Background: an optimization exercise with open tools, aiming at small area and a short achievable clock period. Do not read the settings as production practice. The RTL was checked by simulation tests, not by an equivalence proof against the original design. Power and IR drop assume default switching activity.

==> flow/design.v, too long to show whole: its modules and the start of the top module <==
// module adder32bit: 12 lines
// module shift_unit: 27 lines
// module mux2ig: 3 lines
// module opmux5: 8 lines
// module alu: 763 lines
// module rdport: 25 lines
// module aoi222: 6 lines
// module nand2g: 3 lines
// module nand3g: 3 lines
// module nand4g: 3 lines
// module nor3g: 3 lines
// module nor2g: 3 lines
// module invg: 3 lines
// module xor2g: 3 lines
// module xnor2g: 3 lines
// module hag: 4 lines
// module aoi21g: 3 lines
// module oai21g: 3 lines
// module aoi22g: 3 lines
// module rv32i_datapath: 92 lines
module rv32i_datapath(
  input  logic        i_clk,
  input  logic        i_rst_n,     
  input  logic [31:0] i_instr,
  input  logic [31:0] i_pc,
  input  logic [31:0] i_ld_data,
  input  logic        i_rd_wren,
  input  logic        i_opa_sel,   
  input  logic        i_opb_sel,   
  input  logic [ 3:0] i_alu_op,
  input  logic        i_br_un,
  input  logic        i_wb_sel,    
  output logic [31:0] o_alu_data,
  output logic [31:0] o_rs2_data,
  output logic        o_br_less,
  output logic        o_br_equal
);
  // ...
==> flow/flow/run.sh <==
#!/bin/bash
# Standard ORFS layout with: synthesis's sized-up gates set back to their
# smallest size before floorplan (downsize.tcl), plain buffers on the ports,
# a clock tree without dummy loads and with larger sink clusters, and a
# setup margin that makes repair_timing work on the slowest paths.
set -euo pipefail
bash standard.sh \
  "PRE_FLOORPLAN_TCL=$PWD/flow/downsize.tcl" \
  "CTS_ARGS=-sink_clustering_enable -repair_clock_nets -dont_use_dummy_load -sink_clustering_size 24 -sink_clustering_max_diameter 70" \
  "BUFFER_PORTS_ARGS=-buffer_cell sky130_fd_sc_hd__buf_1" \
  SETUP_SLACK_MARGIN=14 \
  finish > flow_make.log 2>&1
==> flow/flow/downsize.tcl <==
# Before floorplan: each combinational cell that synthesis sized up is
# swapped for the smallest cell of its footprint; the resizer sizes up
# again the cells whose timing needs it.
set downsize_map {
  sky130_fd_sc_hd__a2111o_2 sky130_fd_sc_hd__a2111o_1
  sky130_fd_sc_hd__a2111o_4 sky130_fd_sc_hd__a2111o_1
  sky130_fd_sc_hd__a2111oi_1 sky130_fd_sc_hd__a2111oi_0
  sky130_fd_sc_hd__a2111oi_2 sky130_fd_sc_hd__a2111oi_0
  sky130_fd_sc_hd__a2111oi_4 sky130_fd_sc_hd__a2111oi_0
  sky130_fd_sc_hd__a211o_2 sky130_fd_sc_hd__a211o_1
  sky130_fd_sc_hd__a211o_4 sky130_fd_sc_hd__a211o_1
  sky130_fd_sc_hd__a211oi_2 sky130_fd_sc_hd__a211oi_1
  sky130_fd_sc_hd__a211oi_4 sky130_fd_sc_hd__a211oi_1
  sky130_fd_sc_hd__a21bo_4 sky130_fd_sc_hd__a21bo_1
  sky130_fd_sc_hd__a21boi_2 sky130_fd_sc_hd__a21boi_0
  sky130_fd_sc_hd__a21boi_4 sky130_fd_sc_hd__a21boi_0
  sky130_fd_sc_hd__a21o_2 sky130_fd_sc_hd__a21o_1
  sky130_fd_sc_hd__a21o_4 sky130_fd_sc_hd__a21o_1
  sky130_fd_sc_hd__a21oi_2 sky130_fd_sc_hd__a21oi_1
  sky130_fd_sc_hd__a21oi_4 sky130_fd_sc_hd__a21oi_1
  sky130_fd_sc_hd__a221o_2 sky130_fd_sc_hd__a221o_1
  sky130_fd_sc_hd__a221o_4 sky130_fd_sc_hd__a221o_1
  sky130_fd_sc_hd__a221oi_2 sky130_fd_sc_hd__a221oi_1
  sky130_fd_sc_hd__a221oi_4 sky130_fd_sc_hd__a221oi_1
  sky130_fd_sc_hd__a22o_2 sky130_fd_sc_hd__a22o_1
  sky130_fd_sc_hd__a22o_4 sky130_fd_sc_hd__a22o_1
  sky130_fd_sc_hd__a22oi_2 sky130_fd_sc_hd__a22oi_1
  sky130_fd_sc_hd__a22oi_4 sky130_fd_sc_hd__a22oi_1
  sky130_fd_sc_hd__a2bb2o_2 sky130_fd_sc_hd__a2bb2o_1
  sky130_fd_sc_hd__a2bb2o_4 sky130_fd_sc_hd__a2bb2o_1
  sky130_fd_sc_hd__a2bb2oi_2 sky130_fd_sc_hd__a2bb2oi_1
  sky130_fd_sc_hd__a2bb2oi_4 sky130_fd_sc_hd__a2bb2oi_1
  sky130_fd_sc_hd__a311o_2 sky130_fd_sc_hd__a311o_1
  sky130_fd_sc_hd__a311o_4 sky130_fd_sc_hd__a311o_1
  sky130_fd_sc_hd__a311oi_2 sky130_fd_sc_hd__a311oi_1
  sky130_fd_sc_hd__a311oi_4 sky130_fd_sc_hd__a311oi_1
  sky130_fd_sc_hd__a31o_4 sky130_fd_sc_hd__a31o_1
  sky130_fd_sc_hd__a31oi_2 sky130_fd_sc_hd__a31oi_1
  sky130_fd_sc_hd__a31oi_4 sky130_fd_sc_hd__a31oi_1
  sky130_fd_sc_hd__a32o_2 sky130_fd_sc_hd__a32o_1
  sky130_fd_sc_hd__a32o_4 sky130_fd_sc_hd__a32o_1
  sky130_fd_sc_hd__a32oi_2 sky130_fd_sc_hd__a32oi_1
  sky130_fd_sc_hd__a32oi_4 sky130_fd_sc_hd__a32oi_1
  sky130_fd_sc_hd__a41o_2 sky130_fd_sc_hd__a41o_1
  sky130_fd_sc_hd__a41o_4 sky130_fd_sc_hd__a41o_1
  sky130_fd_sc_hd__a41oi_2 sky130_fd_sc_hd__a41oi_1
  sky130_fd_sc_hd__a41oi_4 sky130_fd_sc_hd__a41oi_1
  sky130_fd_sc_hd__and2_2 sky130_fd_sc_hd__and2_0
  sky130_fd_sc_hd__and2_4 sky130_fd_sc_hd__and2_0
  sky130_fd_sc_hd__and2b_2 sky130_fd_sc_hd__and2b_1
  sky130_fd_sc_hd__and2b_4 sky130_fd_sc_hd__and2b_1
  sky130_fd_sc_hd__and3_2 sky130_fd_sc_hd__and3_1
  sky130_fd_sc_hd__and3_4 sky130_fd_sc_hd__and3_1
  sky130_fd_sc_hd__and3b_2 sky130_fd_sc_hd__and3b_1
  sky130_fd_sc_hd__and3b_4 sky130_fd_sc_hd__and3b_1
  sky130_fd_sc_hd__and4_2 sky130_fd_sc_hd__and4_1
  sky130_fd_sc_hd__and4_4 sky130_fd_sc_hd__and4_1
  sky130_fd_sc_hd__and4b_2 sky130_fd_sc_hd__and4b_1
  sky130_fd_sc_hd__and4b_4 sky130_fd_sc_hd__and4b_1
  sky130_fd_sc_hd__and4bb_4 sky130_fd_sc_hd__and4bb_1
  sky130_fd_sc_hd__buf_12 sky130_fd_sc_hd__buf_2
  sky130_fd_sc_hd__buf_16 sky130_fd_sc_hd__buf_2
  sky130_fd_sc_hd__buf_6 sky130_fd_sc_hd__buf_2
  sky130_fd_sc_hd__buf_8 sky130_fd_sc_hd__buf_2
  sky130_fd_sc_hd__fa_2 sky130_fd_sc_hd__fa_1
  sky130_fd_sc_hd__fa_4 sky130_fd_sc_hd__fa_1
  sky130_fd_sc_hd__ha_2 sky130_fd_sc_hd__ha_1
  sky130_fd_sc_hd__ha_4 sky130_fd_sc_hd__ha_1
  sky130_fd_sc_hd__inv_12 sky130_fd_sc_hd__inv_1
  sky130_fd_sc_hd__inv_16 sky130_fd_sc_hd__inv_1
  sky130_fd_sc_hd__inv_4 sky130_fd_sc_hd__inv_1
  sky130_fd_sc_hd__inv_6 sky130_fd_sc_hd__inv_1
  sky130_fd_sc_hd__inv_8 sky130_fd_sc_hd__inv_1
  sky130_fd_sc_hd__maj3_2 sky130_fd_sc_hd__maj3_1
  sky130_fd_sc_hd__maj3_4 sky130_fd_sc_hd__maj3_1
  sky130_fd_sc_hd__mux2_4 sky130_fd_sc_hd__mux2_1
  sky130_fd_sc_hd__mux2_8 sky130_fd_sc_hd__mux2_1
  sky130_fd_sc_hd__mux2i_2 sky130_fd_sc_hd__mux2i_1
  sky130_fd_sc_hd__mux2i_4 sky130_fd_sc_hd__mux2i_1
  sky130_fd_sc_hd__mux4_1 sky130_fd_sc_hd__mux4_2
  sky130_fd_sc_hd__mux4_4 sky130_fd_sc_hd__mux4_2
  sky130_fd_sc_hd__nand2_2 sky130_fd_sc_hd__nand2_1
  sky130_fd_sc_hd__nand2_4 sky130_fd_sc_hd__nand2_1
  sky130_fd_sc_hd__nand2_8 sky130_fd_sc_hd__nand2_1
  sky130_fd_sc_hd__nand2b_2 sky130_fd_sc_hd__nand2b_1
  sky130_fd_sc_hd__nand2b_4 sky130_fd_sc_hd__nand2b_1
  sky130_fd_sc_hd__nand3_2 sky130_fd_sc_hd__nand3_1
  sky130_fd_sc_hd__nand3_4 sky130_fd_sc_hd__nand3_1
  sky130_fd_sc_hd__nand3b_2 sky130_fd_sc_hd__nand3b_1
  sky130_fd_sc_hd__nand3b_4 sky130_fd_sc_hd__nand3b_1
  sky130_fd_sc_hd__nand4_2 sky130_fd_sc_hd__nand4_1
  sky130_fd_sc_hd__nand4_4 sky130_fd_sc_hd__nand4_1
  sky130_fd_sc_hd__nand4b_2 sky130_fd_sc_hd__nand4b_1
  sky130_fd_sc_hd__nand4b_4 sky130_fd_sc_hd__nand4b_1
  sky130_fd_sc_hd__nand4bb_2 sky130_fd_sc_hd__nand4bb_1
  sky130_fd_sc_hd__nand4bb_4 sky130_fd_sc_hd__nand4bb_1
  sky130_fd_sc_hd__nor2_2 sky130_fd_sc_hd__nor2_1
  sky130_fd_sc_hd__nor2_4 sky130_fd_sc_hd__nor2_1
  sky130_fd_sc_hd__nor2_8 sky130_fd_sc_hd__nor2_1
  sky130_fd_sc_hd__nor2b_2 sky130_fd_sc_hd__nor2b_1
  sky130_fd_sc_hd__nor2b_4 sky130_fd_sc_hd__nor2b_1
  sky130_fd_sc_hd__nor3_2 sky130_fd_sc_hd__nor3_1
  sky130_fd_sc_hd__nor3_4 sky130_fd_sc_hd__nor3_1
  sky130_fd_sc_hd__nor3b_2 sky130_fd_sc_hd__nor3b_1
  sky130_fd_sc_hd__nor3b_4 sky130_fd_sc_hd__nor3b_1
  sky130_fd_sc_hd__nor4_2 sky130_fd_sc_hd__nor4_1
  sky130_fd_sc_hd__nor4_4 sky130_fd_sc_hd__nor4_1
  sky130_fd_sc_hd__nor4b_2 sky130_fd_sc_hd__nor4b_1
  sky130_fd_sc_hd__nor4b_4 sky130_fd_sc_hd__nor4b_1
  sky130_fd_sc_hd__nor4bb_2 sky130_fd_sc_hd__nor4bb_1
  sky130_fd_sc_hd__nor4bb_4 sky130_fd_sc_hd__nor4bb_1
  sky130_fd_sc_hd__o2111a_2 sky130_fd_sc_hd__o2111a_1
  sky130_fd_sc_hd__o2111a_4 sky130_fd_sc_hd__o2111a_1
  sky130_fd_sc_hd__o2111ai_2 sky130_fd_sc_hd__o2111ai_1
  sky130_fd_sc_hd__o2111ai_4 sky130_fd_sc_hd__o2111ai_1
  sky130_fd_sc_hd__o211a_4 sky130_fd_sc_hd__o211a_1
  sky130_fd_sc_hd__o211ai_2 sky130_fd_sc_hd__o211ai_1
  sky130_fd_sc_hd__o211ai_4 sky130_fd_sc_hd__o211ai_1
  sky130_fd_sc_hd__o21a_2 sky130_fd_sc_hd__o21a_1
  sky130_fd_sc_hd__o21a_4 sky130_fd_sc_hd__o21a_1
  sky130_fd_sc_hd__o21ai_2 sky130_fd_sc_hd__o21ai_0
  sky130_fd_sc_hd__o21ai_4 sky130_fd_sc_hd__o21ai_0
  sky130_fd_sc_hd__o21ba_4 sky130_fd_sc_hd__o21ba_1
  sky130_fd_sc_hd__o21bai_2 sky130_fd_sc_hd__o21bai_1
  sky130_fd_sc_hd__o21bai_4 sky130_fd_sc_hd__o21bai_1
  sky130_fd_sc_hd__o221a_4 sky130_fd_sc_hd__o221a_1
  sky130_fd_sc_hd__o221ai_2 sky130_fd_sc_hd__o221ai_1
  sky130_fd_sc_hd__o221ai_4 sky130_fd_sc_hd__o221ai_1
  sky130_fd_sc_hd__o22a_2 sky130_fd_sc_hd__o22a_1
  sky130_fd_sc_hd__o22a_4 sky130_fd_sc_hd__o22a_1
  sky130_fd_sc_hd__o22ai_2 sky130_fd_sc_hd__o22ai_1
  sky130_fd_sc_hd__o22ai_4 sky130_fd_sc_hd__o22ai_1
  sky130_fd_sc_hd__o2bb2a_2 sky130_fd_sc_hd__o2bb2a_1
  sky130_fd_sc_hd__o2bb2a_4 sky130_fd_sc_hd__o2bb2a_1
  sky130_fd_sc_hd__o2bb2ai_2 sky130_fd_sc_hd__o2bb2ai_1
  sky130_fd_sc_hd__o2bb2ai_4 sky130_fd_sc_hd__o2bb2ai_1
  sky130_fd_sc_hd__o311a_2 sky130_fd_sc_hd__o311a_1
  sky130_fd_sc_hd__o311a_4 sky130_fd_sc_hd__o311a_1
  sky130_fd_sc_hd__o311ai_2 sky130_fd_sc_hd__o311ai_0
  sky130_fd_sc_hd__o311ai_4 sky130_fd_sc_hd__o311ai_0
  sky130_fd_sc_hd__o31a_2 sky130_fd_sc_hd__o31a_1
  sky130_fd_sc_hd__o31a_4 sky130_fd_sc_hd__o31a_1
  sky130_fd_sc_hd__o31ai_2 sky130_fd_sc_hd__o31ai_1
  sky130_fd_sc_hd__o31ai_4 sky130_fd_sc_hd__o31ai_1
  sky130_fd_sc_hd__o32a_2 sky130_fd_sc_hd__o32a_1
  sky130_fd_sc_hd__o32a_4 sky130_fd_sc_hd__o32a_1
  sky130_fd_sc_hd__o32ai_2 sky130_fd_sc_hd__o32ai_1
  sky130_fd_sc_hd__o32ai_4 sky130_fd_sc_hd__o32ai_1
  sky130_fd_sc_hd__o41a_2 sky130_fd_sc_hd__o41a_1
  sky130_fd_sc_hd__o41a_4 sky130_fd_sc_hd__o41a_1
  sky130_fd_sc_hd__o41ai_2 sky130_fd_sc_hd__o41ai_1
  sky130_fd_sc_hd__o41ai_4 sky130_fd_sc_hd__o41ai_1
  sky130_fd_sc_hd__or2_4 sky130_fd_sc_hd__or2_0
  sky130_fd_sc_hd__or2b_2 sky130_fd_sc_hd__or2b_1
  sky130_fd_sc_hd__or2b_4 sky130_fd_sc_hd__or2b_1
  sky130_fd_sc_hd__or3_2 sky130_fd_sc_hd__or3_1
  sky130_fd_sc_hd__or3_4 sky130_fd_sc_hd__or3_1
  sky130_fd_sc_hd__or3b_4 sky130_fd_sc_hd__or3b_1
  sky130_fd_sc_hd__or4_2 sky130_fd_sc_hd__or4_1
  sky130_fd_sc_hd__or4_4 sky130_fd_sc_hd__or4_1
  sky130_fd_sc_hd__or4b_4 sky130_fd_sc_hd__or4b_1
  sky130_fd_sc_hd__or4bb_2 sky130_fd_sc_hd__or4bb_1
  sky130_fd_sc_hd__or4bb_4 sky130_fd_sc_hd__or4bb_1
  sky130_fd_sc_hd__xnor2_2 sky130_fd_sc_hd__xnor2_1
  sky130_fd_sc_hd__xnor2_4 sky130_fd_sc_hd__xnor2_1
  sky130_fd_sc_hd__xnor3_2 sky130_fd_sc_hd__xnor3_1
  sky130_fd_sc_hd__xnor3_4 sky130_fd_sc_hd__xnor3_1
  sky130_fd_sc_hd__xor2_2 sky130_fd_sc_hd__xor2_1
  sky130_fd_sc_hd__xor2_4 sky130_fd_sc_hd__xor2_1
  sky130_fd_sc_hd__xor3_2 sky130_fd_sc_hd__xor3_1
  sky130_fd_sc_hd__xor3_4 sky130_fd_sc_hd__xor3_1
}
set db [ord::get_db]
set n 0
foreach inst [[ord::get_db_block] getInsts] {
  set name [[$inst getMaster] getName]
  if { [dict exists $downsize_map $name] } {
    set new [$db findMaster [dict get $downsize_map $name]]
    if { $new != "NULL" } {
      $inst swapMaster $new
      incr n
    }
  }
}
puts "downsize: swapped $n cells"
==> flow/standard.sh <==
#!/bin/bash
# synth_recipe.tcl (not shown) runs the flow's synth.tcl, then flattens the netlist and writes it again
# the make line also repeats each setting of config.mk as NAME=value (left out here)
make -C /OpenROAD-flow-scripts/flow DESIGN_CONFIG=/design/flow/config.mk WORK_HOME=/design/flow/orfs CLKGATE_MAP_FILE= SYNTH_SCRIPT=/design/flow/synth_recipe.tcl "${@:-finish}"
==> flow/config.mk <==
export PLATFORM = sky130hd
export DESIGN_NAME = rv32i_datapath
export DESIGN_NICKNAME = rv32i_datapath
export VERILOG_FILES = /design/flow/design.v
export SDC_FILE = /design/flow/constraint.sdc
export NUM_CORES = 4
export LEC_CHECK = 0
export CAP_MARGIN = 20
export CORE_MARGIN = 2
export CORE_UTILIZATION = 62
export PLACE_DENSITY = 0.72
export SLEW_MARGIN = 20
export SYNTH_HIERARCHICAL = 1
export SYNTH_MINIMUM_KEEP_SIZE = 0
==> flow/constraint.sdc <==
create_clock -name core_clock -period 32.0 [get_ports {i_clk}]
set_input_delay 6.4000 -clock core_clock [delete_from_list [all_inputs] [get_ports {i_clk}]]
set_output_delay 6.4000 -clock core_clock [all_outputs]
set_load 0.01 [all_outputs]
==> out/qor.txt, run 1 <==
sequential group power = 1.54 mW
fillers = 4,984
Hold WC Path Type = flip-flop to flip-flop
R2R Path End = mem[756]
Post-Synthesis Cells = 3,150
fin area = 52,100 um2
WP depth = 19
Critical Path Sink = o_alu_data[23]
Final Hold Viols = 0
placed insts = 4,394
slew margin rel. = 0.270
Worst-path clk slew = 70 ps
Mapped Nets = 3,321
Multi-In Gates = 1,995
hold path cells = 1
Tap Cells = 969
status = finished clean
P_int = 1.99 mW
Hold Buf Count CTS = 0
Worst-Margin Slew = 1090 ps
fraction of area in multi-input gates = 0.319
met3 WL = 33.6 mm
CP most frequent cell = a21oi_1
Congestion Overflow GR = 0
global-route wire length before repair = 255 mm
fin util = 0.699
combinational share of power = 0.205
clock sinks = 1,023
Final Power = 2.81 mW
row cnt = 100
Top Usage Layer GRT = met2
==> run 2: changes to the inputs <==
--- a/flow/design.v
+++ b/flow/design.v
@@ -301,79 +301,111 @@
   logic G5_24;
   logic G5_25;
   logic G5_26;
   logic G5_27;
   logic G5_28;
   logic G5_29;
   logic G5_30;
   logic G5_31;
+  logic ns_0;
   logic n1_0;
   logic n2_0;
   logic n3_0;
+  logic ns_1;
   logic n1_1;
   logic n2_1;
+  logic ns_2;
   logic n1_2;
   logic n2_2;
+  logic ns_3;
   logic n1_3;
   logic n2_3;
+  logic ns_4;
   logic n1_4;
   logic n2_4;
+  logic ns_5;
   logic n1_5;
   logic n2_5;
+  logic ns_6;
   logic n1_6;
   logic n2_6;
+  logic ns_7;
   logic n1_7;
   logic n2_7;
+  logic ns_8;
   logic n1_8;
   logic n2_8;
+  logic ns_9;
   logic n1_9;
   logic n2_9;
+  logic ns_10;
   logic n1_10;
   logic n2_10;
+  logic ns_11;
   logic n1_11;
   logic n2_11;
+  logic ns_12;
   logic n1_12;
   logic n2_12;
+  logic ns_13;
   logic n1_13;
   logic n2_13;
+  logic ns_14;
   logic n1_14;
   logic n2_14;
+  logic ns_15;
   logic n1_15;
   logic n2_15;
+  logic ns_16;
   logic n1_16;
   logic n2_16;
+  logic ns_17;
   logic n1_17;
   logic n2_17;
+  logic ns_18;
   logic n1_18;
   logic n2_18;
+  logic ns_19;
   logic n1_19;
   logic n2_19;
+  logic ns_20;
   logic n1_20;
   logic n2_20;
+  logic ns_21;
   logic n1_21;
   logic n2_21;
+  logic ns_22;
   logic n1_22;
   logic n2_22;
+  logic ns_23;
   logic n1_23;
   logic n2_23;
+  logic ns_24;
   logic n1_24;
   logic n2_24;
+  logic ns_25;
   logic n1_25;
   logic n2_25;
+  logic ns_26;
   logic n1_26;
   logic n2_26;
+  logic ns_27;
   logic n1_27;
   logic n2_27;
+  logic ns_28;
   logic n1_28;
   logic n2_28;
+  logic ns_29;
   logic n1_29;
   logic n2_29;
+  logic ns_30;
   logic n1_30;
   logic n2_30;
+  logic ns_31;
   logic n1_31;
   logic n2_31;
   xor2g u1 (.a(operand_b[0]), .b(sub), .y(bx[0]));
   hag u2 (.a(operand_a[0]), .b(bx[0]), .s(p[0]), .c(g[0]));
   xor2g u3 (.a(operand_b[1]), .b(sub), .y(bx[1]));
   hag u4 (.a(operand_a[1]), .b(bx[1]), .s(p[1]), .c(g[1]));
   xor2g u5 (.a(operand_b[2]), .b(sub), .y(bx[2]));
   hag u6 (.a(operand_a[2]), .b(bx[2]), .s(p[2]), .c(g[2]));
@@ -698,113 +730,145 @@
   xnor2g u325 (.a(p[24]), .b(G5_23), .y(s[24]));
   xnor2g u326 (.a(p[25]), .b(G5_24), .y(s[25]));
   xnor2g u327 (.a(p[26]), .b(G5_25), .y(s[26]));
   xnor2g u328 (.a(p[27]), .b(G5_26), .y(s[27]));
   xnor2g u329 (.a(p[28]), .b(G5_27), .y(s[28]));
   xnor2g u330 (.a(p[29]), .b(G5_28), .y(s[29]));
   xnor2g u331 (.a(p[30]), .b(G5_29), .y(s[30]));
   xnor2g u332 (.a(p[31]), .b(G5_30), .y(s[31]));
-  aoi222 u333 (.a1(sel_sum), .a2(s[0]), .b1(sel_g), .b2(g[0]), .c1(sel_p), .c2(p[0]), .y(n1_0));
-  aoi22g u334 (.a1(sel_shr), .a2(shifted[0]), .b1(sel_shl), .b2(shifted[31]), .y(n2_0));
-  aoi22g u335 (.a1(sel_slt), .a2(lt_s), .b1(sel_sltu), .b2(lt_u), .y(n3_0));
-  nand3g u336 (.a(n1_0), .b(n2_0), .c(n3_0), .y(alu_data[0]));
-  aoi222 u337 (.a1(sel_sum), .a2(s[1]), .b1(sel_g), .b2(g[1]), .c1(sel_p), .c2(p[1]), .y(n1_1));
-  aoi22g u338 (.a1(sel_shr), .a2(shifted[1]), .b1(sel_shl), .b2(shifted[30]), .y(n2_1));
-  nand2g u339 (.a(n1_1), .b(n2_1), .y(alu_data[1]));
-  aoi222 u340 (.a1(sel_sum), .a2(s[2]), .b1(sel_g), .b2(g[2]), .c1(sel_p), .c2(p[2]), .y(n1_2));
-  aoi22g u341 (.a1(sel_shr), .a2(shifted[2]), .b1(sel_shl), .b2(shifted[29]), .y(n2_2));
-  nand2g u342 (.a(n1_2), .b(n2_2), .y(alu_data[2]));
-  aoi222 u343 (.a1(sel_sum), .a2(s[3]), .b1(sel_g), .b2(g[3]), .c1(sel_p), .c2(p[3]), .y(n1_3));
-  aoi22g u344 (.a1(sel_shr), .a2(shifted[3]), .b1(sel_shl), .b2(shifted[28]), .y(n2_3));
-  nand2g u345 (.a(n1_3), .b(n2_3), .y(alu_data[3]));
-  aoi222 u346 (.a1(sel_sum), .a2(s[4]), .b1(sel_g), .b2(g[4]), .c1(sel_p), .c2(p[4]), .y(n1_4));
-  aoi22g u347 (.a1(sel_shr), .a2(shifted[4]), .b1(sel_shl), .b2(shifted[27]), .y(n2_4));
-  nand2g u348 (.a(n1_4), .b(n2_4), .y(alu_data[4]));
-  aoi222 u349 (.a1(sel_sum), .a2(s[5]), .b1(sel_g), .b2(g[5]), .c1(sel_p), .c2(p[5]), .y(n1_5));
-  aoi22g u350 (.a1(sel_shr), .a2(shifted[5]), .b1(sel_shl), .b2(shifted[26]), .y(n2_5));
-  nand2g u351 (.a(n1_5), .b(n2_5), .y(alu_data[5]));
-  aoi222 u352 (.a1(sel_sum), .a2(s[6]), .b1(sel_g), .b2(g[6]), .c1(sel_p), .c2(p[6]), .y(n1_6));
-  aoi22g u353 (.a1(sel_shr), .a2(shifted[6]), .b1(sel_shl), .b2(shifted[25]), .y(n2_6));
-  nand2g u354 (.a(n1_6), .b(n2_6), .y(alu_data[6]));
-  aoi222 u355 (.a1(sel_sum), .a2(s[7]), .b1(sel_g), .b2(g[7]), .c1(sel_p), .c2(p[7]), .y(n1_7));
-  aoi22g u356 (.a1(sel_shr), .a2(shifted[7]), .b1(sel_shl), .b2(shifted[24]), .y(n2_7));
-  nand2g u357 (.a(n1_7), .b(n2_7), .y(alu_data[7]));
-  aoi222 u358 (.a1(sel_sum), .a2(s[8]), .b1(sel_g), .b2(g[8]), .c1(sel_p), .c2(p[8]), .y(n1_8));
-  aoi22g u359 (.a1(sel_shr), .a2(shifted[8]), .b1(sel_shl), .b2(shifted[23]), .y(n2_8));
-  nand2g u360 (.a(n1_8), .b(n2_8), .y(alu_data[8]));
-  aoi222 u361 (.a1(sel_sum), .a2(s[9]), .b1(sel_g), .b2(g[9]), .c1(sel_p), .c2(p[9]), .y(n1_9));
-  aoi22g u362 (.a1(sel_shr), .a2(shifted[9]), .b1(sel_shl), .b2(shifted[22]), .y(n2_9));
-  nand2g u363 (.a(n1_9), .b(n2_9), .y(alu_data[9]));
-  aoi222 u364 (.a1(sel_sum), .a2(s[10]), .b1(sel_g), .b2(g[10]), .c1(sel_p), .c2(p[10]), .y(n1_10));
-  aoi22g u365 (.a1(sel_shr), .a2(shifted[10]), .b1(sel_shl), .b2(shifted[21]), .y(n2_10));
-  nand2g u366 (.a(n1_10), .b(n2_10), .y(alu_data[10]));
-  aoi222 u367 (.a1(sel_sum), .a2(s[11]), .b1(sel_g), .b2(g[11]), .c1(sel_p), .c2(p[11]), .y(n1_11));
-  aoi22g u368 (.a1(sel_shr), .a2(shifted[11]), .b1(sel_shl), .b2(shifted[20]), .y(n2_11));
-  nand2g u369 (.a(n1_11), .b(n2_11), .y(alu_data[11]));
-  aoi222 u370 (.a1(sel_sum), .a2(s[12]), .b1(sel_g), .b2(g[12]), .c1(sel_p), .c2(p[12]), .y(n1_12));
-  aoi22g u371 (.a1(sel_shr), .a2(shifted[12]), .b1(sel_shl), .b2(shifted[19]), .y(n2_12));
-  nand2g u372 (.a(n1_12), .b(n2_12), .y(alu_data[12]));
-  aoi222 u373 (.a1(sel_sum), .a2(s[13]), .b1(sel_g), .b2(g[13]), .c1(sel_p), .c2(p[13]), .y(n1_13));
-  aoi22g u374 (.a1(sel_shr), .a2(shifted[13]), .b1(sel_shl), .b2(shifted[18]), .y(n2_13));
-  nand2g u375 (.a(n1_13), .b(n2_13), .y(alu_data[13]));
-  aoi222 u376 (.a1(sel_sum), .a2(s[14]), .b1(sel_g), .b2(g[14]), .c1(sel_p), .c2(p[14]), .y(n1_14));
-  aoi22g u377 (.a1(sel_shr), .a2(shifted[14]), .b1(sel_shl), .b2(shifted[17]), .y(n2_14));
-  nand2g u378 (.a(n1_14), .b(n2_14), .y(alu_data[14]));
-  aoi222 u379 (.a1(sel_sum), .a2(s[15]), .b1(sel_g), .b2(g[15]), .c1(sel_p), .c2(p[15]), .y(n1_15));
-  aoi22g u380 (.a1(sel_shr), .a2(shifted[15]), .b1(sel_shl), .b2(shifted[16]), .y(n2_15));
-  nand2g u381 (.a(n1_15), .b(n2_15), .y(alu_data[15]));
-  aoi222 u382 (.a1(sel_sum), .a2(s[16]), .b1(sel_g), .b2(g[16]), .c1(sel_p), .c2(p[16]), .y(n1_16));
-  aoi22g u383 (.a1(sel_shr), .a2(shifted[16]), .b1(sel_shl), .b2(shifted[15]), .y(n2_16));
-  nand2g u384 (.a(n1_16), .b(n2_16), .y(alu_data[16]));
-  aoi222 u385 (.a1(sel_sum), .a2(s[17]), .b1(sel_g), .b2(g[17]), .c1(sel_p), .c2(p[17]), .y(n1_17));
-  aoi22g u386 (.a1(sel_shr), .a2(shifted[17]), .b1(sel_shl), .b2(shifted[14]), .y(n2_17));
-  nand2g u387 (.a(n1_17), .b(n2_17), .y(alu_data[17]));
-  aoi222 u388 (.a1(sel_sum), .a2(s[18]), .b1(sel_g), .b2(g[18]), .c1(sel_p), .c2(p[18]), .y(n1_18));
-  aoi22g u389 (.a1(sel_shr), .a2(shifted[18]), .b1(sel_shl), .b2(shifted[13]), .y(n2_18));
-  nand2g u390 (.a(n1_18), .b(n2_18), .y(alu_data[18]));
-  aoi222 u391 (.a1(sel_sum), .a2(s[19]), .b1(sel_g), .b2(g[19]), .c1(sel_p), .c2(p[19]), .y(n1_19));
-  aoi22g u392 (.a1(sel_shr), .a2(shifted[19]), .b1(sel_shl), .b2(shifted[12]), .y(n2_19));
-  nand2g u393 (.a(n1_19), .b(n2_19), .y(alu_data[19]));
-  aoi222 u394 (.a1(sel_sum), .a2(s[20]), .b1(sel_g), .b2(g[20]), .c1(sel_p), .c2(p[20]), .y(n1_20));
-  aoi22g u395 (.a1(sel_shr), .a2(shifted[20]), .b1(sel_shl), .b2(shifted[11]), .y(n2_20));
-  nand2g u396 (.a(n1_20), .b(n2_20), .y(alu_data[20]));
-  aoi222 u397 (.a1(sel_sum), .a2(s[21]), .b1(sel_g), .b2(g[21]), .c1(sel_p), .c2(p[21]), .y(n1_21));
-  aoi22g u398 (.a1(sel_shr), .a2(shifted[21]), .b1(sel_shl), .b2(shifted[10]), .y(n2_21));
-  nand2g u399 (.a(n1_21), .b(n2_21), .y(alu_data[21]));
-  aoi222 u400 (.a1(sel_sum), .a2(s[22]), .b1(sel_g), .b2(g[22]), .c1(sel_p), .c2(p[22]), .y(n1_22));
-  aoi22g u401 (.a1(sel_shr), .a2(shifted[22]), .b1(sel_shl), .b2(shifted[9]), .y(n2_22));
-  nand2g u402 (.a(n1_22), .b(n2_22), .y(alu_data[22]));
-  aoi222 u403 (.a1(sel_sum), .a2(s[23]), .b1(sel_g), .b2(g[23]), .c1(sel_p), .c2(p[23]), .y(n1_23));
-  aoi22g u404 (.a1(sel_shr), .a2(shifted[23]), .b1(sel_shl), .b2(shifted[8]), .y(n2_23));
-  nand2g u405 (.a(n1_23), .b(n2_23), .y(alu_data[23]));
-  aoi222 u406 (.a1(sel_sum), .a2(s[24]), .b1(sel_g), .b2(g[24]), .c1(sel_p), .c2(p[24]), .y(n1_24));
-  aoi22g u407 (.a1(sel_shr), .a2(shifted[24]), .b1(sel_shl), .b2(shifted[7]), .y(n2_24));
-  nand2g u408 (.a(n1_24), .b(n2_24), .y(alu_data[24]));
-  aoi222 u409 (.a1(sel_sum), .a2(s[25]), .b1(sel_g), .b2(g[25]), .c1(sel_p), .c2(p[25]), .y(n1_25));
-  aoi22g u410 (.a1(sel_shr), .a2(shifted[25]), .b1(sel_shl), .b2(shifted[6]), .y(n2_25));
-  nand2g u411 (.a(n1_25), .b(n2_25), .y(alu_data[25]));
-  aoi222 u412 (.a1(sel_sum), .a2(s[26]), .b1(sel_g), .b2(g[26]), .c1(sel_p), .c2(p[26]), .y(n1_26));
-  aoi22g u413 (.a1(sel_shr), .a2(shifted[26]), .b1(sel_shl), .b2(shifted[5]), .y(n2_26));
-  nand2g u414 (.a(n1_26), .b(n2_26), .y(alu_data[26]));
-  aoi222 u415 (.a1(sel_sum), .a2(s[27]), .b1(sel_g), .b2(g[27]), .c1(sel_p), .c2(p[27]), .y(n1_27));
-  aoi22g u416 (.a1(sel_shr), .a2(shifted[27]), .b1(sel_shl), .b2(shifted[4]), .y(n2_27));
-  nand2g u417 (.a(n1_27), .b(n2_27), .y(alu_data[27]));
-  aoi222 u418 (.a1(sel_sum), .a2(s[28]), .b1(sel_g), .b2(g[28]), .c1(sel_p), .c2(p[28]), .y(n1_28));
-  aoi22g u419 (.a1(sel_shr), .a2(shifted[28]), .b1(sel_shl), .b2(shifted[3]), .y(n2_28));
-  nand2g u420 (.a(n1_28), .b(n2_28), .y(alu_data[28]));
-  aoi222 u421 (.a1(sel_sum), .a2(s[29]), .b1(sel_g), .b2(g[29]), .c1(sel_p), .c2(p[29]), .y(n1_29));
-  aoi22g u422 (.a1(sel_shr), .a2(shifted[29]), .b1(sel_shl), .b2(shifted[2]), .y(n2_29));
-  nand2g u423 (.a(n1_29), .b(n2_29), .y(alu_data[29]));
-  aoi222 u424 (.a1(sel_sum), .a2(s[30]), .b1(sel_g), .b2(g[30]), .c1(sel_p), .c2(p[30]), .y(n1_30));
-  aoi22g u425 (.a1(sel_shr), .a2(shifted[30]), .b1(sel_shl), .b2(shifted[1]), .y(n2_30));
-  nand2g u426 (.a(n1_30), .b(n2_30), .y(alu_data[30]));
-  aoi222 u427 (.a1(sel_sum), .a2(s[31]), .b1(sel_g), .b2(g[31]), .c1(sel_p), .c2(p[31]), .y(n1_31));
-  aoi22g u428 (.a1(sel_shr), .a2(shifted[31]), .b1(sel_shl), .b2(shifted[0]), .y(n2_31));
-  nand2g u429 (.a(n1_31), .b(n2_31), .y(alu_data[31]));
+  nand2g u333 (.a(sel_sum), .b(s[0]), .y(ns_0));
+  aoi22g u334 (.a1(sel_g), .a2(g[0]), .b1(sel_p), .b2(p[0]), .y(n1_0));
+  aoi22g u335 (.a1(sel_shr), .a2(shifted[0]), .b1(sel_shl), .b2(shifted[31]), .y(n2_0));
+  aoi22g u336 (.a1(sel_slt), .a2(lt_s), .b1(sel_sltu), .b2(lt_u), .y(n3_0));
+  nand4g u337 (.a(ns_0), .b(n1_0), .c(n2_0), .d(n3_0), .y(alu_data[0]));
+  nand2g u338 (.a(sel_sum), .b(s[1]), .y(ns_1));
+  aoi22g u339 (.a1(sel_g), .a2(g[1]), .b1(sel_p), .b2(p[1]), .y(n1_1));
+  aoi22g u340 (.a1(sel_shr), .a2(shifted[1]), .b1(sel_shl), .b2(shifted[30]), .y(n2_1));
+  nand3g u341 (.a(ns_1), .b(n1_1), .c(n2_1), .y(alu_data[1]));
+  nand2g u342 (.a(sel_sum), .b(s[2]), .y(ns_2));
+  aoi22g u343 (.a1(sel_g), .a2(g[2]), .b1(sel_p), .b2(p[2]), .y(n1_2));
+  aoi22g u344 (.a1(sel_shr), .a2(shifted[2]), .b1(sel_shl), .b2(shifted[29]), .y(n2_2));
+  nand3g u345 (.a(ns_2), .b(n1_2), .c(n2_2), .y(alu_data[2]));
+  nand2g u346 (.a(sel_sum), .b(s[3]), .y(ns_3));
+  aoi22g u347 (.a1(sel_g), .a2(g[3]), .b1(sel_p), .b2(p[3]), .y(n1_3));
+  aoi22g u348 (.a1(sel_shr), .a2(shifted[3]), .b1(sel_shl), .b2(shifted[28]), .y(n2_3));
+  nand3g u349 (.a(ns_3), .b(n1_3), .c(n2_3), .y(alu_data[3]));
+  nand2g u350 (.a(sel_sum), .b(s[4]), .y(ns_4));
+  aoi22g u351 (.a1(sel_g), .a2(g[4]), .b1(sel_p), .b2(p[4]), .y(n1_4));
+  aoi22g u352 (.a1(sel_shr), .a2(shifted[4]), .b1(sel_shl), .b2(shifted[27]), .y(n2_4));
+  nand3g u353 (.a(ns_4), .b(n1_4), .c(n2_4), .y(alu_data[4]));
+  nand2g u354 (.a(sel_sum), .b(s[5]), .y(ns_5));
+  aoi22g u355 (.a1(sel_g), .a2(g[5]), .b1(sel_p), .b2(p[5]), .y(n1_5));
+  aoi22g u356 (.a1(sel_shr), .a2(shifted[5]), .b1(sel_shl), .b2(shifted[26]), .y(n2_5));
+  nand3g u357 (.a(ns_5), .b(n1_5), .c(n2_5), .y(alu_data[5]));
+  nand2g u358 (.a(sel_sum), .b(s[6]), .y(ns_6));
+  aoi22g u359 (.a1(sel_g), .a2(g[6]), .b1(sel_p), .b2(p[6]), .y(n1_6));
+  aoi22g u360 (.a1(sel_shr), .a2(shifted[6]), .b1(sel_shl), .b2(shifted[25]), .y(n2_6));
+  nand3g u361 (.a(ns_6), .b(n1_6), .c(n2_6), .y(alu_data[6]));
+  nand2g u362 (.a(sel_sum), .b(s[7]), .y(ns_7));
+  aoi22g u363 (.a1(sel_g), .a2(g[7]), .b1(sel_p), .b2(p[7]), .y(n1_7));
+  aoi22g u364 (.a1(sel_shr), .a2(shifted[7]), .b1(sel_shl), .b2(shifted[24]), .y(n2_7));
+  nand3g u365 (.a(ns_7), .b(n1_7), .c(n2_7), .y(alu_data[7]));
+  nand2g u366 (.a(sel_sum), .b(s[8]), .y(ns_8));
+  aoi22g u367 (.a1(sel_g), .a2(g[8]), .b1(sel_p), .b2(p[8]), .y(n1_8));
+  aoi22g u368 (.a1(sel_shr), .a2(shifted[8]), .b1(sel_shl), .b2(shifted[23]), .y(n2_8));
+  nand3g u369 (.a(ns_8), .b(n1_8), .c(n2_8), .y(alu_data[8]));
+  nand2g u370 (.a(sel_sum), .b(s[9]), .y(ns_9));
+  aoi22g u371 (.a1(sel_g), .a2(g[9]), .b1(sel_p), .b2(p[9]), .y(n1_9));
+  aoi22g u372 (.a1(sel_shr), .a2(shifted[9]), .b1(sel_shl), .b2(shifted[22]), .y(n2_9));
+  nand3g u373 (.a(ns_9), .b(n1_9), .c(n2_9), .y(alu_data[9]));
+  nand2g u374 (.a(sel_sum), .b(s[10]), .y(ns_10));
+  aoi22g u375 (.a1(sel_g), .a2(g[10]), .b1(sel_p), .b2(p[10]), .y(n1_10));
+  aoi22g u376 (.a1(sel_shr), .a2(shifted[10]), .b1(sel_shl), .b2(shifted[21]), .y(n2_10));
+  nand3g u377 (.a(ns_10), .b(n1_10), .c(n2_10), .y(alu_data[10]));
+  nand2g u378 (.a(sel_sum), .b(s[11]), .y(ns_11));
+  aoi22g u379 (.a1(sel_g), .a2(g[11]), .b1(sel_p), .b2(p[11]), .y(n1_11));
+  aoi22g u380 (.a1(sel_shr), .a2(shifted[11]), .b1(sel_shl), .b2(shifted[20]), .y(n2_11));
+  nand3g u381 (.a(ns_11), .b(n1_11), .c(n2_11), .y(alu_data[11]));
+  nand2g u382 (.a(sel_sum), .b(s[12]), .y(ns_12));
+  aoi22g u383 (.a1(sel_g), .a2(g[12]), .b1(sel_p), .b2(p[12]), .y(n1_12));
+  aoi22g u384 (.a1(sel_shr), .a2(shifted[12]), .b1(sel_shl), .b2(shifted[19]), .y(n2_12));
+  nand3g u385 (.a(ns_12), .b(n1_12), .c(n2_12), .y(alu_data[12]));
+  nand2g u386 (.a(sel_sum), .b(s[13]), .y(ns_13));
+  aoi22g u387 (.a1(sel_g), .a2(g[13]), .b1(sel_p), .b2(p[13]), .y(n1_13));
+  aoi22g u388 (.a1(sel_shr), .a2(shifted[13]), .b1(sel_shl), .b2(shifted[18]), .y(n2_13));
+  nand3g u389 (.a(ns_13), .b(n1_13), .c(n2_13), .y(alu_data[13]));
+  nand2g u390 (.a(sel_sum), .b(s[14]), .y(ns_14));
+  aoi22g u391 (.a1(sel_g), .a2(g[14]), .b1(sel_p), .b2(p[14]), .y(n1_14));
+  aoi22g u392 (.a1(sel_shr), .a2(shifted[14]), .b1(sel_shl), .b2(shifted[17]), .y(n2_14));
+  nand3g u393 (.a(ns_14), .b(n1_14), .c(n2_14), .y(alu_data[14]));
+  nand2g u394 (.a(sel_sum), .b(s[15]), .y(ns_15));
+  aoi22g u395 (.a1(sel_g), .a2(g[15]), .b1(sel_p), .b2(p[15]), .y(n1_15));
+  aoi22g u396 (.a1(sel_shr), .a2(shifted[15]), .b1(sel_shl), .b2(shifted[16]), .y(n2_15));
+  nand3g u397 (.a(ns_15), .b(n1_15), .c(n2_15), .y(alu_data[15]));
+  nand2g u398 (.a(sel_sum), .b(s[16]), .y(ns_16));
+  aoi22g u399 (.a1(sel_g), .a2(g[16]), .b1(sel_p), .b2(p[16]), .y(n1_16));
+  aoi22g u400 (.a1(sel_shr), .a2(shifted[16]), .b1(sel_shl), .b2(shifted[15]), .y(n2_16));
+  nand3g u401 (.a(ns_16), .b(n1_16), .c(n2_16), .y(alu_data[16]));
+  nand2g u402 (.a(sel_sum), .b(s[17]), .y(ns_17));
+  aoi22g u403 (.a1(sel_g), .a2(g[17]), .b1(sel_p), .b2(p[17]), .y(n1_17));
+  aoi22g u404 (.a1(sel_shr), .a2(shifted[17]), .b1(sel_shl), .b2(shifted[14]), .y(n2_17));
+  nand3g u405 (.a(ns_17), .b(n1_17), .c(n2_17), .y(alu_data[17]));
+  nand2g u406 (.a(sel_sum), .b(s[18]), .y(ns_18));
+  aoi22g u407 (.a1(sel_g), .a2(g[18]), .b1(sel_p), .b2(p[18]), .y(n1_18));
+  aoi22g u408 (.a1(sel_shr), .a2(shifted[18]), .b1(sel_shl), .b2(shifted[13]), .y(n2_18));
+  nand3g u409 (.a(ns_18), .b(n1_18), .c(n2_18), .y(alu_data[18]));
+  nand2g u410 (.a(sel_sum), .b(s[19]), .y(ns_19));
+  aoi22g u411 (.a1(sel_g), .a2(g[19]), .b1(sel_p), .b2(p[19]), .y(n1_19));
+  aoi22g u412 (.a1(sel_shr), .a2(shifted[19]), .b1(sel_shl), .b2(shifted[12]), .y(n2_19));
+  nand3g u413 (.a(ns_19), .b(n1_19), .c(n2_19), .y(alu_data[19]));
+  nand2g u414 (.a(sel_sum), .b(s[20]), .y(ns_20));
+  aoi22g u415 (.a1(sel_g), .a2(g[20]), .b1(sel_p), .b2(p[20]), .y(n1_20));
+  aoi22g u416 (.a1(sel_shr), .a2(shifted[20]), .b1(sel_shl), .b2(shifted[11]), .y(n2_20));
+  nand3g u417 (.a(ns_20), .b(n1_20), .c(n2_20), .y(alu_data[20]));
+  nand2g u418 (.a(sel_sum), .b(s[21]), .y(ns_21));
+  aoi22g u419 (.a1(sel_g), .a2(g[21]), .b1(sel_p), .b2(p[21]), .y(n1_21));
+  aoi22g u420 (.a1(sel_shr), .a2(shifted[21]), .b1(sel_shl), .b2(shifted[10]), .y(n2_21));
+  nand3g u421 (.a(ns_21), .b(n1_21), .c(n2_21), .y(alu_data[21]));
+  nand2g u422 (.a(sel_sum), .b(s[22]), .y(ns_22));
+  aoi22g u423 (.a1(sel_g), .a2(g[22]), .b1(sel_p), .b2(p[22]), .y(n1_22));
+  aoi22g u424 (.a1(sel_shr), .a2(shifted[22]), .b1(sel_shl), .b2(shifted[9]), .y(n2_22));
+  nand3g u425 (.a(ns_22), .b(n1_22), .c(n2_22), .y(alu_data[22]));
+  nand2g u426 (.a(sel_sum), .b(s[23]), .y(ns_23));
+  aoi22g u427 (.a1(sel_g), .a2(g[23]), .b1(sel_p), .b2(p[23]), .y(n1_23));
+  aoi22g u428 (.a1(sel_shr), .a2(shifted[23]), .b1(sel_shl), .b2(shifted[8]), .y(n2_23));
+  nand3g u429 (.a(ns_23), .b(n1_23), .c(n2_23), .y(alu_data[23]));
+  nand2g u430 (.a(sel_sum), .b(s[24]), .y(ns_24));
+  aoi22g u431 (.a1(sel_g), .a2(g[24]), .b1(sel_p), .b2(p[24]), .y(n1_24));
+  aoi22g u432 (.a1(sel_shr), .a2(shifted[24]), .b1(sel_shl), .b2(shifted[7]), .y(n2_24));
+  nand3g u433 (.a(ns_24), .b(n1_24), .c(n2_24), .y(alu_data[24]));
+  nand2g u434 (.a(sel_sum), .b(s[25]), .y(ns_25));
+  aoi22g u435 (.a1(sel_g), .a2(g[25]), .b1(sel_p), .b2(p[25]), .y(n1_25));
+  aoi22g u436 (.a1(sel_shr), .a2(shifted[25]), .b1(sel_shl), .b2(shifted[6]), .y(n2_25));
+  nand3g u437 (.a(ns_25), .b(n1_25), .c(n2_25), .y(alu_data[25]));
+  nand2g u438 (.a(sel_sum), .b(s[26]), .y(ns_26));
+  aoi22g u439 (.a1(sel_g), .a2(g[26]), .b1(sel_p), .b2(p[26]), .y(n1_26));
+  aoi22g u440 (.a1(sel_shr), .a2(shifted[26]), .b1(sel_shl), .b2(shifted[5]), .y(n2_26));
+  nand3g u441 (.a(ns_26), .b(n1_26), .c(n2_26), .y(alu_data[26]));
+  nand2g u442 (.a(sel_sum), .b(s[27]), .y(ns_27));
+  aoi22g u443 (.a1(sel_g), .a2(g[27]), .b1(sel_p), .b2(p[27]), .y(n1_27));
+  aoi22g u444 (.a1(sel_shr), .a2(shifted[27]), .b1(sel_shl), .b2(shifted[4]), .y(n2_27));
+  nand3g u445 (.a(ns_27), .b(n1_27), .c(n2_27), .y(alu_data[27]));
+  nand2g u446 (.a(sel_sum), .b(s[28]), .y(ns_28));
+  aoi22g u447 (.a1(sel_g), .a2(g[28]), .b1(sel_p), .b2(p[28]), .y(n1_28));
+  aoi22g u448 (.a1(sel_shr), .a2(shifted[28]), .b1(sel_shl), .b2(shifted[3]), .y(n2_28));
+  nand3g u449 (.a(ns_28), .b(n1_28), .c(n2_28), .y(alu_data[28]));
+  nand2g u450 (.a(sel_sum), .b(s[29]), .y(ns_29));
+  aoi22g u451 (.a1(sel_g), .a2(g[29]), .b1(sel_p), .b2(p[29]), .y(n1_29));
+  aoi22g u452 (.a1(sel_shr), .a2(shifted[29]), .b1(sel_shl), .b2(shifted[2]), .y(n2_29));
+  nand3g u453 (.a(ns_29), .b(n1_29), .c(n2_29), .y(alu_data[29]));
+  nand2g u454 (.a(sel_sum), .b(s[30]), .y(ns_30));
+  aoi22g u455 (.a1(sel_g), .a2(g[30]), .b1(sel_p), .b2(p[30]), .y(n1_30));
+  aoi22g u456 (.a1(sel_shr), .a2(shifted[30]), .b1(sel_shl), .b2(shifted[1]), .y(n2_30));
+  nand3g u457 (.a(ns_30), .b(n1_30), .c(n2_30), .y(alu_data[30]));
+  nand2g u458 (.a(sel_sum), .b(s[31]), .y(ns_31));
+  aoi22g u459 (.a1(sel_g), .a2(g[31]), .b1(sel_p), .b2(p[31]), .y(n1_31));
+  aoi22g u460 (.a1(sel_shr), .a2(shifted[31]), .b1(sel_shl), .b2(shifted[0]), .y(n2_31));
+  nand3g u461 (.a(ns_31), .b(n1_31), .c(n2_31), .y(alu_data[31]));
   assign cout = ~G5_31;
   assign lt_u = ~cout;
   assign lt_s = p[31] ? G5_30 : operand_a[31];
 shift_unit u_sh (
   .operand_a (operand_a),
   .shamt     (shamt),
   .right     (alu_op[0]),
   .fill      (alu_op[1] & operand_a[31]),
==> flow/flow/run.sh (replaced) <==
#!/bin/bash
# Standard ORFS layout with: synthesis's sized-up gates set back to their
# smallest size before floorplan (downsize.tcl), plain buffers on the ports,
# a clock tree without dummy loads and with larger sink clusters, and a
# setup margin that makes repair_timing work on the slowest paths.
set -euo pipefail
bash standard.sh \
  "PRE_FLOORPLAN_TCL=$PWD/flow/downsize.tcl" \
  "CTS_ARGS=-sink_clustering_enable -repair_clock_nets -dont_use_dummy_load -sink_clustering_size 24 -sink_clustering_max_diameter 70" \
  "BUFFER_PORTS_ARGS=-buffer_cell sky130_fd_sc_hd__buf_1" \
  SETUP_SLACK_MARGIN=14.5 \
  finish > flow_make.log 2>&1
==> flow/config.mk (replaced) <==
export PLATFORM = sky130hd
export DESIGN_NAME = rv32i_datapath
export DESIGN_NICKNAME = rv32i_datapath
export VERILOG_FILES = /design/flow/design.v
export SDC_FILE = /design/flow/constraint.sdc
export NUM_CORES = 4
export LEC_CHECK = 0
export CAP_MARGIN = 20
export CORE_MARGIN = 2
export CORE_UTILIZATION = 55
export PLACE_DENSITY = 0.65
export SLEW_MARGIN = 20
export SYNTH_HIERARCHICAL = 1
export SYNTH_MINIMUM_KEEP_SIZE = 0
==> run 2 against run 1 <==
Still clean. First-iteration DRC count is 24% lower. Maximum frequency increased by 2.9%. Synthesized cell count rose by 1.0%. Register-to-register slack improved by 530 ps.
==> out/qor.txt, run 2 <==
status = finished clean
drt wl/cell = 41.2 um
drt drc = 0
hold slack final = 491 ps
pre-CTS setup slack = 12,730 ps
GRT Total Usage = 0.430
Post-Synthesis Cells = 3,182 (+1.0%)
Total Nets Final = 3,731
maxcap violations = 0
crit path cell chain = buf_1, buf_6, and3b_2, and3_1, buf_12, a222oi_1, nand4_1, nor3_2, buf_4, mux2i_2, xor2_2, ha_4, nand2_2, o21ai_4, a21oi_4, o21ai_2, a21oi_2, mux2_2, a22oi_2, nand4_1, buf_2
I/O Pins = 173
post-route insts no fill = 4,710
CTS tree = done
antenna violations before repair = 6
fin util = 0.628 (-0.0708)
Final Setup Violations = 0
Hold WC Path Type = flip-flop to flip-flop
# H-tree levels = 2
Top reg by flops = mem
via count = 38.2k
Final Hold Viols = 0 (unchanged)
post-placement cell area = 50,300 um2
max incr delay on CP = 650 ps
fin. max-slew vios = 0
setup_tns = 0 ps
P_int = 2.00 mW (+0.43%)
global-route wire length before repair = 265 mm (+3.9%)
Synth warnings = 9
Congestion Overflow GR = 0 (unchanged)
clk latency of the worst-skew pair = 670 ps
vias in the first global route = 35.4k
sequential power share = 0.542
fin area = 53,300 um2 (+2.3%)
Mapped Nets = 3,353 (+0.96%)
post-route setup slack = 14,390 ps
Critical-path top delay cell = nand4_1
sw frac = 0.298
Final Power = 2.84 mW (+1.1%)
layout cell share with drive strength beyond 1 = 0.156
Max Fclk = 56.8 MHz
WP data arrival = 11,210 ps
max reg flops = 992
Worst-path clk slew = 80 ps (about the same)
Hold Buf Count CTS = 0 (unchanged)
Pleak = 17.7 nW
PwrDens = 53.4 nW/um2
Crit path required time = 25,600 ps
Final min period = 17,610 ps
CTS root buffer = clkbuf_16
I/O Buffers = 172
CTS Buf Count = 51
Clock power frac = 0.240
Initial Util = 0.553
peak supply drop = 0.0487 mV
skew final = 118 ps
Detailed Route WL = 194 mm
Switch Pwr = 0.847 mW
commonest non-fill, non-tap cells in the layout = 992 x edfxtp_1, 640 x a222oi_1, 212 x mux2i_1
die area = 87,700 um2
clock sinks = 1,023 (unchanged)
row cnt = 107 (+7.0%)
combinational share of power = 0.218 (+0.013)
crit path buf inv count = 5
largest net degree at the start of global routing = 38
Starting DRT DRC Count = 8,700
GP Congestion = 1.09
top flop regs = mem: 992 flops, valid: 31 flops
Crit path max-delay family = simple AND/OR/NAND/NOR gates
Die Height = 296 um
critical setup path kind = input pin to output pin
RSZ-0062 raised after global routing = yes
antenna-violating nets left = 0
period utilization = 0.550
slew margin rel. = 0.260 (-0.0108)
Worst-Margin Slew = 1110 ps (+24.6 ps)
Die X = 296 um
Via density = 8.11
1st-pass router iterations = 14
Critical Path Start Type = input pin
DP HPWL = 127 mm
clock tree buffer depth = 3
most common cell after layout, fill and taps aside = edfxtp_1
placed insts = 4,614 (+5.0%)
crit-path max FO = 32
CP Capture Type = output pin
core area = 84,900 um2
CP most frequent cell = nand4_1
-- run 2: per-layer routing --
metal / global-route usage / part of all wire / up-vias
met2: 0.659 / 0.44 / 3672
li1: - / - / 15100
met5: 0.00942 / 0.00094 / -
met1: 0.557 / 0.34 / 18800
met4: 0.218 / 0.069 / 12
met3: 0.129 / 0.16 / 673
-- run 2: what timing repair did --
action                     CTS  global route
setup buffers               17            16
setup endpoints to repair   34            34
pin swaps                   48            86
resized for setup          156           178
cloned                       1             3
-- run 2: final timing paths --
path                                   from            end  slack [ps]  cells past startpoint
worst max-delay path            i_instr[20]  o_alu_data[0]       14390                     21
worst min-delay path              valid[25]      valid[25]         490                      1
worst max register to register     valid[7]        mem[96]       26340                     18
worst min register to register    valid[25]      valid[25]         490                      1
max in group asynchronous           i_rst_n      valid[10]       25420                      1
min in group asynchronous           i_rst_n      valid[26]        5890                      1
-- run 2: power by group through the flow --
| stage | Sequential, mW | Clock (mW) | Combinational, mW |
|---|---|---|---|
| final | 1.54 | 0.681 | 0.620 |
| after global routing | 1.54 | 0.720 | 0.636 |
| after CTS | 1.54 | 0.677 | 0.561 |
| after detailed placement | 1.57 | 0 | 0.536 |
| after global placement | 1.57 | 0 | 0.530 |
| after floorplan | 1.57 | 0 | 0.290 |
-- run 2: cell type report --
type	count	area (um2)
clock buffer	51	1280
timing repair inverter	1	5.00
fill	6384	31600
antenna	8	20.0
multi-input combinational	2027	17300
sequential	1023	30600
timing repair buffer	343	2250
tap	1144	1430
inverter	113	428
==> run 3: changes to the inputs <==
--- a/flow/flow/run.sh
+++ b/flow/flow/run.sh
@@ -8,5 +8,5 @@
   "PRE_FLOORPLAN_TCL=$PWD/flow/downsize.tcl" \
   "CTS_ARGS=-sink_clustering_enable -repair_clock_nets -dont_use_dummy_load -sink_clustering_size 24 -sink_clustering_max_diameter 70" \
   "BUFFER_PORTS_ARGS=-buffer_cell sky130_fd_sc_hd__buf_1" \
-  SETUP_SLACK_MARGIN=14.5 \
+  SETUP_SLACK_MARGIN=14.8 \
   finish > flow_make.log 2>&1
==> run 3 against run 2 <==
Still clean. Critical path type unchanged. Worst hold slack gained 1.8 ps. Synthesized cell count is the same. Combinational power grew 15%. Clock power grew 0.6%.
==> out/qor.txt, run 3 <==
status = finished clean
clk latency of the worst-skew pair = 670 ps (about the same)
antenna violations before repair = 5 (-1)
Via density = 8.21 (+1.2%)
hold path startpoint = valid[25]
Final min period = 17,490 ps (-125 ps)
die area = 87,700 um2 (unchanged)
skew final = 113 ps (-5.14 ps)
crit path cell chain = buf_12, buf_8, nor3b_4, and3_4, clkbuf_16, a222oi_1, nand4_1, nor3_2, buf_4, mux2i_1, xor2_2, ha_4, a21oi_4, buf_4, o21ai_4, a21oi_4, o21ai_2, a21oi_2, mux2_2, a22oi_2, nand4_1, buf_2
GRT Total Usage = 0.436 (+0.00661)
Hold EP = valid[25]
Worst-path clk slew = 80 ps (about the same)
row cnt = 107 (unchanged)
Hold WC Path Type = flip-flop to flip-flop
max incr delay on CP = 510 ps (-140 ps)
Pleak = 18.7 nW (+5.6%)
Total Nets Final = 3,825 (+2.5%)
hold slack final = 493 ps (+1.81 ps)
top flop regs = mem: 992 flops, valid: 31 flops
CP Capture Type = output pin
GP Congestion = 1.09 (unchanged)
Starting DRT DRC Count = 9,834 (+13%)
Post-Synthesis Cells = 3,182 (unchanged)
antenna-violating nets left = 0 (unchanged)
layout cell share with drive strength beyond 1 = 0.225 (+0.0683)
FF-to-FF setup slack = 26,160 ps (-180 ps)
1st-pass router iterations = 14 (unchanged)
post-route insts no fill = 4,798 (+1.9%)
# H-tree levels = 2 (unchanged)
drt drc = 0 (unchanged)
Worst-Margin Slew = 1160 ps (+53.6 ps)
Crit path required time = 25,600 ps (about the same)
placed insts = 4,614 (unchanged)
met1 Usage GRT = 0.559 (+0.00181)
Initial Util = 0.553 (unchanged)
setup_tns = 0 ps (unchanged)
most common cell after layout, fill and taps aside = edfxtp_1
Final Hold Viols = 0 (unchanged)
Final Setup Violations = 0 (unchanged)
PwrDens = 52.4 nW/um2 (-1.7%)
DP HPWL = 127 mm (unchanged)
RSZ-0062 raised after global routing = yes
post-placement cell area = 50,300 um2 (unchanged)
R2R Path End = mem[96]
global-route wire length before repair = 269 mm (+1.3%)
slew margin rel. = 0.224 (-0.0357)
Synth warnings = 9 (unchanged)
vias in the first global route = 36.0k (+1.6%)
clock tree buffer depth = 3 (unchanged)
Reg2Reg Depth = 19 (+1)
peak supply drop = 0.0483 mV (-0.81%)
via count = 39.4k (+3.1%)
max reg flops = 992 (unchanged)
core area = 84,900 um2 (unchanged)
R2R Path Start = valid[4]
Mapped Nets = 3,353 (unchanged)
Die Height = 296 um (unchanged)
I/O Pins = 173 (unchanged)
period utilization = 0.547 (-0.00391)
largest net degree at the start of global routing = 39 (+2.6%)
WP data arrival = 11,090 ps (-120 ps)
critical setup path kind = input pin to output pin
Top Usage Layer GRT = met2
grt met3 use = 0.136 (+0.00779)
fin area = 56,100 um2 (+5.2%)
crit-path max FO = 5 (-84%)
drt wl/cell = 42.5 um (+3.0%)
hold path cells = 1 (unchanged)
I/O Buffers = 172 (unchanged)
Max Fclk = 57.2 MHz (+0.71%)
Top reg by flops = mem
clock sinks = 1,023 (unchanged)
CTS tree = done
CTS Buf Count = 51 (unchanged)
commonest non-fill, non-tap cells in the layout = 992 x edfxtp_1, 640 x a222oi_1, 176 x nand2_1
Die X = 296 um (unchanged)
CTS root buffer = clkbuf_16
met2 Track Usage GR = 0.665 (+0.00604)
maxcap violations = 0 (unchanged)
Congestion Overflow GR = 0 (unchanged)
Critical Path Start Type = input pin
Critical-path top delay cell = nand4_1
Detailed Route WL = 204 mm (+4.9%)
fin. max-slew vios = 0 (unchanged)
run 3: cell type report:
cell class | instances | area (um2)
Multi-Input combinational cell | 2030 | 18600
Tap cell | 1144 | 1430
Clock buffer | 51 | 1280
Antenna cell | 2 | 5.00
Sequential cell | 1023 | 30600
Timing Repair inverter | 1 | 5.00
Inverter | 113 | 430
Fill cell | 6088 | 28800
Timing Repair Buffer | 434 | 3770
run 3: how the worst max path moves through the flow:
stage                           start              to  slack, ps  cells after the start
after floorplan           i_alu_op[0]  o_alu_data[24]      15020                     15
after global placement    i_instr[16]  o_alu_data[21]      12800                     19
after detailed placement  i_instr[16]  o_alu_data[21]      12730                     19
after CTS                 i_instr[23]   o_alu_data[0]      14650                     21
after global routing      i_instr[20]   o_alu_data[0]      14530                     21
final                     i_instr[20]   o_alu_data[0]      14510                     22
run 3: layer usage:
metal | vias up | part of all wire
li1 | 15300 | -
met1 | 19400 | 0.33
met2 | 3955 | 0.43
met3 | 803 | 0.16
met4 | 6 | 0.077
met5 | - | 0.00054
run 3: report_power, final:
part | switching [mW] | internal (mW) | leakage [nW]
clock | 0.401 | 0.284 | 0.628
combinational | 0.475 | 0.237 | 8.66
sequential | 0.0133 | 1.53 | 9.38
total | 0.889 | 2.05 | 18.7
run 3: per-stage QoR:
step / utilization / power (mW) / setup WS [ps]
CTS: 0.630 / 2.81 / 14650
floorplan: - / 1.86 / 15020
global route: 0.660 / 2.99 / 14530
finish: 0.660 / 2.94 / 14510
detailed placement: 0.592 / 2.11 / 12730
global placement: 0.591 / 2.10 / 12800
run 3: worst max-delay path, delay by kind of cell:
kind | cells | cell delay [ps]
compound gates | 7 | 1280
buf+inv | 6 | 970
simple gates | 5 | 1440
fa+ha+maj | 1 | 330
xor+xnor | 1 | 220
mux | 2 | 390
run 3: timing repair:
| item | in CTS | in global routing |
|---|---|---|
| gates resized for setup | 327 | 372 |
| pin swaps | 114 | 196 |
| setup buffers | 43 | 59 |
| endpoints found under the hold margin | 0 | 0 |
| endpoints found under the setup margin | 34 | 34 |
| hold buffers | 0 | 0 |
| cloned | 8 | 21 |
==> run 4: changes to the inputs <==
--- a/flow/flow/run.sh
+++ b/flow/flow/run.sh
@@ -8,5 +8,5 @@
   "PRE_FLOORPLAN_TCL=$PWD/flow/downsize.tcl" \
   "CTS_ARGS=-sink_clustering_enable -repair_clock_nets -dont_use_dummy_load -sink_clustering_size 24 -sink_clustering_max_diameter 70" \
   "BUFFER_PORTS_ARGS=-buffer_cell sky130_fd_sc_hd__buf_1" \
-  SETUP_SLACK_MARGIN=14.8 \
+  SETUP_SLACK_MARGIN=14.5 \
   finish > flow_make.log 2>&1
--- a/flow/config.mk
+++ b/flow/config.mk
@@ -7,8 +7,8 @@
 export LEC_CHECK = 0
 export CAP_MARGIN = 20
 export CORE_MARGIN = 2
-export CORE_UTILIZATION = 55
-export PLACE_DENSITY = 0.65
+export CORE_UTILIZATION = 62
+export PLACE_DENSITY = 0.72
 export SLEW_MARGIN = 20
 export SYNTH_HIERARCHICAL = 1
 export SYNTH_MINIMUM_KEEP_SIZE = 0
==> run 4 against run 3 <==
Synthesized cell count stayed put. Setup slack worse by 180 ps. Register-to-register slack better by 180 ps. Clock skew is 9.0 ps lower. First-iteration DRC count is 3.8% higher. Global-route usage is 2.4 points higher. Routed wire length is 9.0% lower. Combinational power is 14% lower. Sequential power hardly changed. Die area is 11% lower. Via count is 1.7% lower. Sequential cell count stayed put.
==> out/qor.txt, run 4 <==
status = finished clean
R2R Path End = mem[821]
Die Height = 279 um (-5.7%)
Final Setup Violations = 0 (unchanged)
R2R Path Start = valid[4]
clock tree buffer depth = 3 (unchanged)
CTS tree = done
largest net degree at the start of global routing = 38 (-2.6%)
Worst-Margin Slew = 1080 ps (-88.0 ps)
Critical-path top delay cell = nand4_1
CP Capture Type = output pin
Die X = 279 um (-5.7%)
Final min period = 17,670 ps (+182 ps)
Congestion Overflow GR = 0 (unchanged)
layout cell share with drive strength beyond 1 = 0.149 (-0.0759)
# H-tree levels = 2 (unchanged)
Worst-path clk slew = 90 ps (about the same)
drt wl/cell = 40.9 um (-3.7%)
Synth warnings = 9 (unchanged)
GP Congestion = 1.03 (-5.0%)
Detailed Route WL = 185 mm (-9.0%)
peak supply drop = 0.0506 mV (+4.9%)
Starting DRT DRC Count = 10.2k (+3.8%)
CTS root buffer = clkbuf_16
FF-to-FF setup slack = 26,340 ps (+180 ps)
global-route wire length before repair = 256 mm (-4.6%)
fillers = 4,974 (-18%)
Crit path max-delay family = simple AND/OR/NAND/NOR gates
row cnt = 100 (-6.5%)
crit path cell chain = buf_2, nor2b_4, and3_1, buf_8, a222oi_1, nand4_1, nor3_4, mux2i_1, xor2_1, ha_2, a21oi_2, o21ai_1, a21oi_2, o21ai_1, a21oi_1, xnor2_1, nand2_1, nand3_1, buf_1
Reg2Reg Depth = 17 (-2)
Final Hold Viols = 0 (unchanged)
critical setup path kind = input pin to output pin
Max Fclk = 56.6 MHz (-1.0%)
period utilization = 0.552 (+0.00567)
RSZ-0062 raised after global routing = yes
Critical Path Start Type = input pin
maxcap violations = 0 (unchanged)
DP HPWL = 120 mm (-5.5%)
I/O Buffers = 172 (unchanged)
hold path startpoint = valid[19]
1st-pass router iterations = 12 (-2)
hold path cells = 1 (unchanged)
max reg flops = 992 (unchanged)
combinational share of power = 0.216 (-0.026)
Hold EP = valid[19]
CTS Buf Count = 50 (-2.0%)
via count = 38.7k (-1.7%)
sw frac = 0.293 (-0.00956)
==> run 4: metal layers <==
| metal | global-route usage | part of all wire | up-vias |
|---|---|---|---|
| li1 | - | - | 15000 |
| met3 | 0.166 | 0.18 | 784 |
| met4 | 0.261 | 0.080 | 10 |
| met2 | 0.681 | 0.42 | 4242 |
| met1 | 0.592 | 0.32 | 18600 |
| met5 | 0.0113 | 0.00089 | - |
==> run 4: how the worst max path moves through the flow <==
| stage | startpoint | to | cells past startpoint | slack (ps) |
|---|---|---|---|---|
| after floorplan | i_alu_op[0] | o_alu_data[24] | 15 | 15020 |
| after CTS | i_instr[20] | o_alu_data[19] | 16 | 14410 |
| after global placement | i_instr[24] | o_alu_data[30] | 21 | 13350 |
| after global routing | i_instr[23] | o_alu_data[0] | 19 | 14350 |
| after detailed placement | i_instr[24] | o_alu_data[30] | 21 | 13380 |
| final | i_instr[22] | o_alu_data[21] | 19 | 14330 |
==> run 4: layout make-up <==
| type | count | area, um2 | area share |
|---|---|---|---|
| Sequential cell | 1023 | 30600 | 0.576 |
| Multi-Input combinational cell | 2028 | 17300 | 0.326 |
| Timing Repair Buffer | 343 | 2300 | 0.0433 |
| Clock buffer | 50 | 1250 | 0.0236 |
| Tap cell | 969 | 1210 | 0.0228 |
| Inverter | 113 | 428 | 0.00806 |
| Antenna cell | 6 | 15.0 | 0.000283 |
| Timing Repair inverter | 1 | 5.00 | 0.0000943 |
==> run 4: repair_timing <==
action / CTS / global route
endpoints found under the setup margin: 34 / 34
cloned: 1 / 2
hold buffers: 0 / 0
pin swaps: 34 / 129
setup buffers: 6 / 32
gates resized for setup: 109 / 207
==> run 4: power groups by stage <==
stage                     sequential, mW  combinational, mW  clock [mW]
final                               1.54              0.611       0.670
after global routing                1.54              0.627       0.709
after CTS                           1.54              0.535       0.665
after detailed placement            1.57              0.519           0
after global placement              1.57              0.507           0
after floorplan                     1.57              0.290           0
==> run 4: metrics by stage <==
stage               cells  hold WS (ps)  total power [mW]   util
finish               4533           488              2.82  0.711
global route         4527           508              2.88  0.710
CTS                  4493           484              2.74  0.694
detailed placement   4436           463              2.09  0.671
global placement     4429           458              2.08  0.668
floorplan            3182           446              1.86      -

## afterwards: timing with drivers on the ports
The results above use ideal ports. As a check the final layouts listed here were re-extracted and re-timed, cells and wires unchanged. Step 1 sets driving cells, clkbuf_16 on the clock port and buf_2 on the other inputs (assumed; they add their load-dependent delay and slew). Step 2 also shifts input and output timing later by t, the mid clock arrival at the registers, as if the neighbouring blocks saw the same clock. Three values: ideal ports, drivers, drivers and shift; two values: the first two.
run	shift t [ns]	slack for setup (ns)
run 1	0.709	13.883 / 13.861 / 13.861
run 2	0.685	14.387 / 14.334 / 14.334
run 3	0.686	14.512 / 14.462 / 14.462
run 4	0.703	14.330 / 14.299 / 14.299
After both steps every run listed still meets setup and hold.
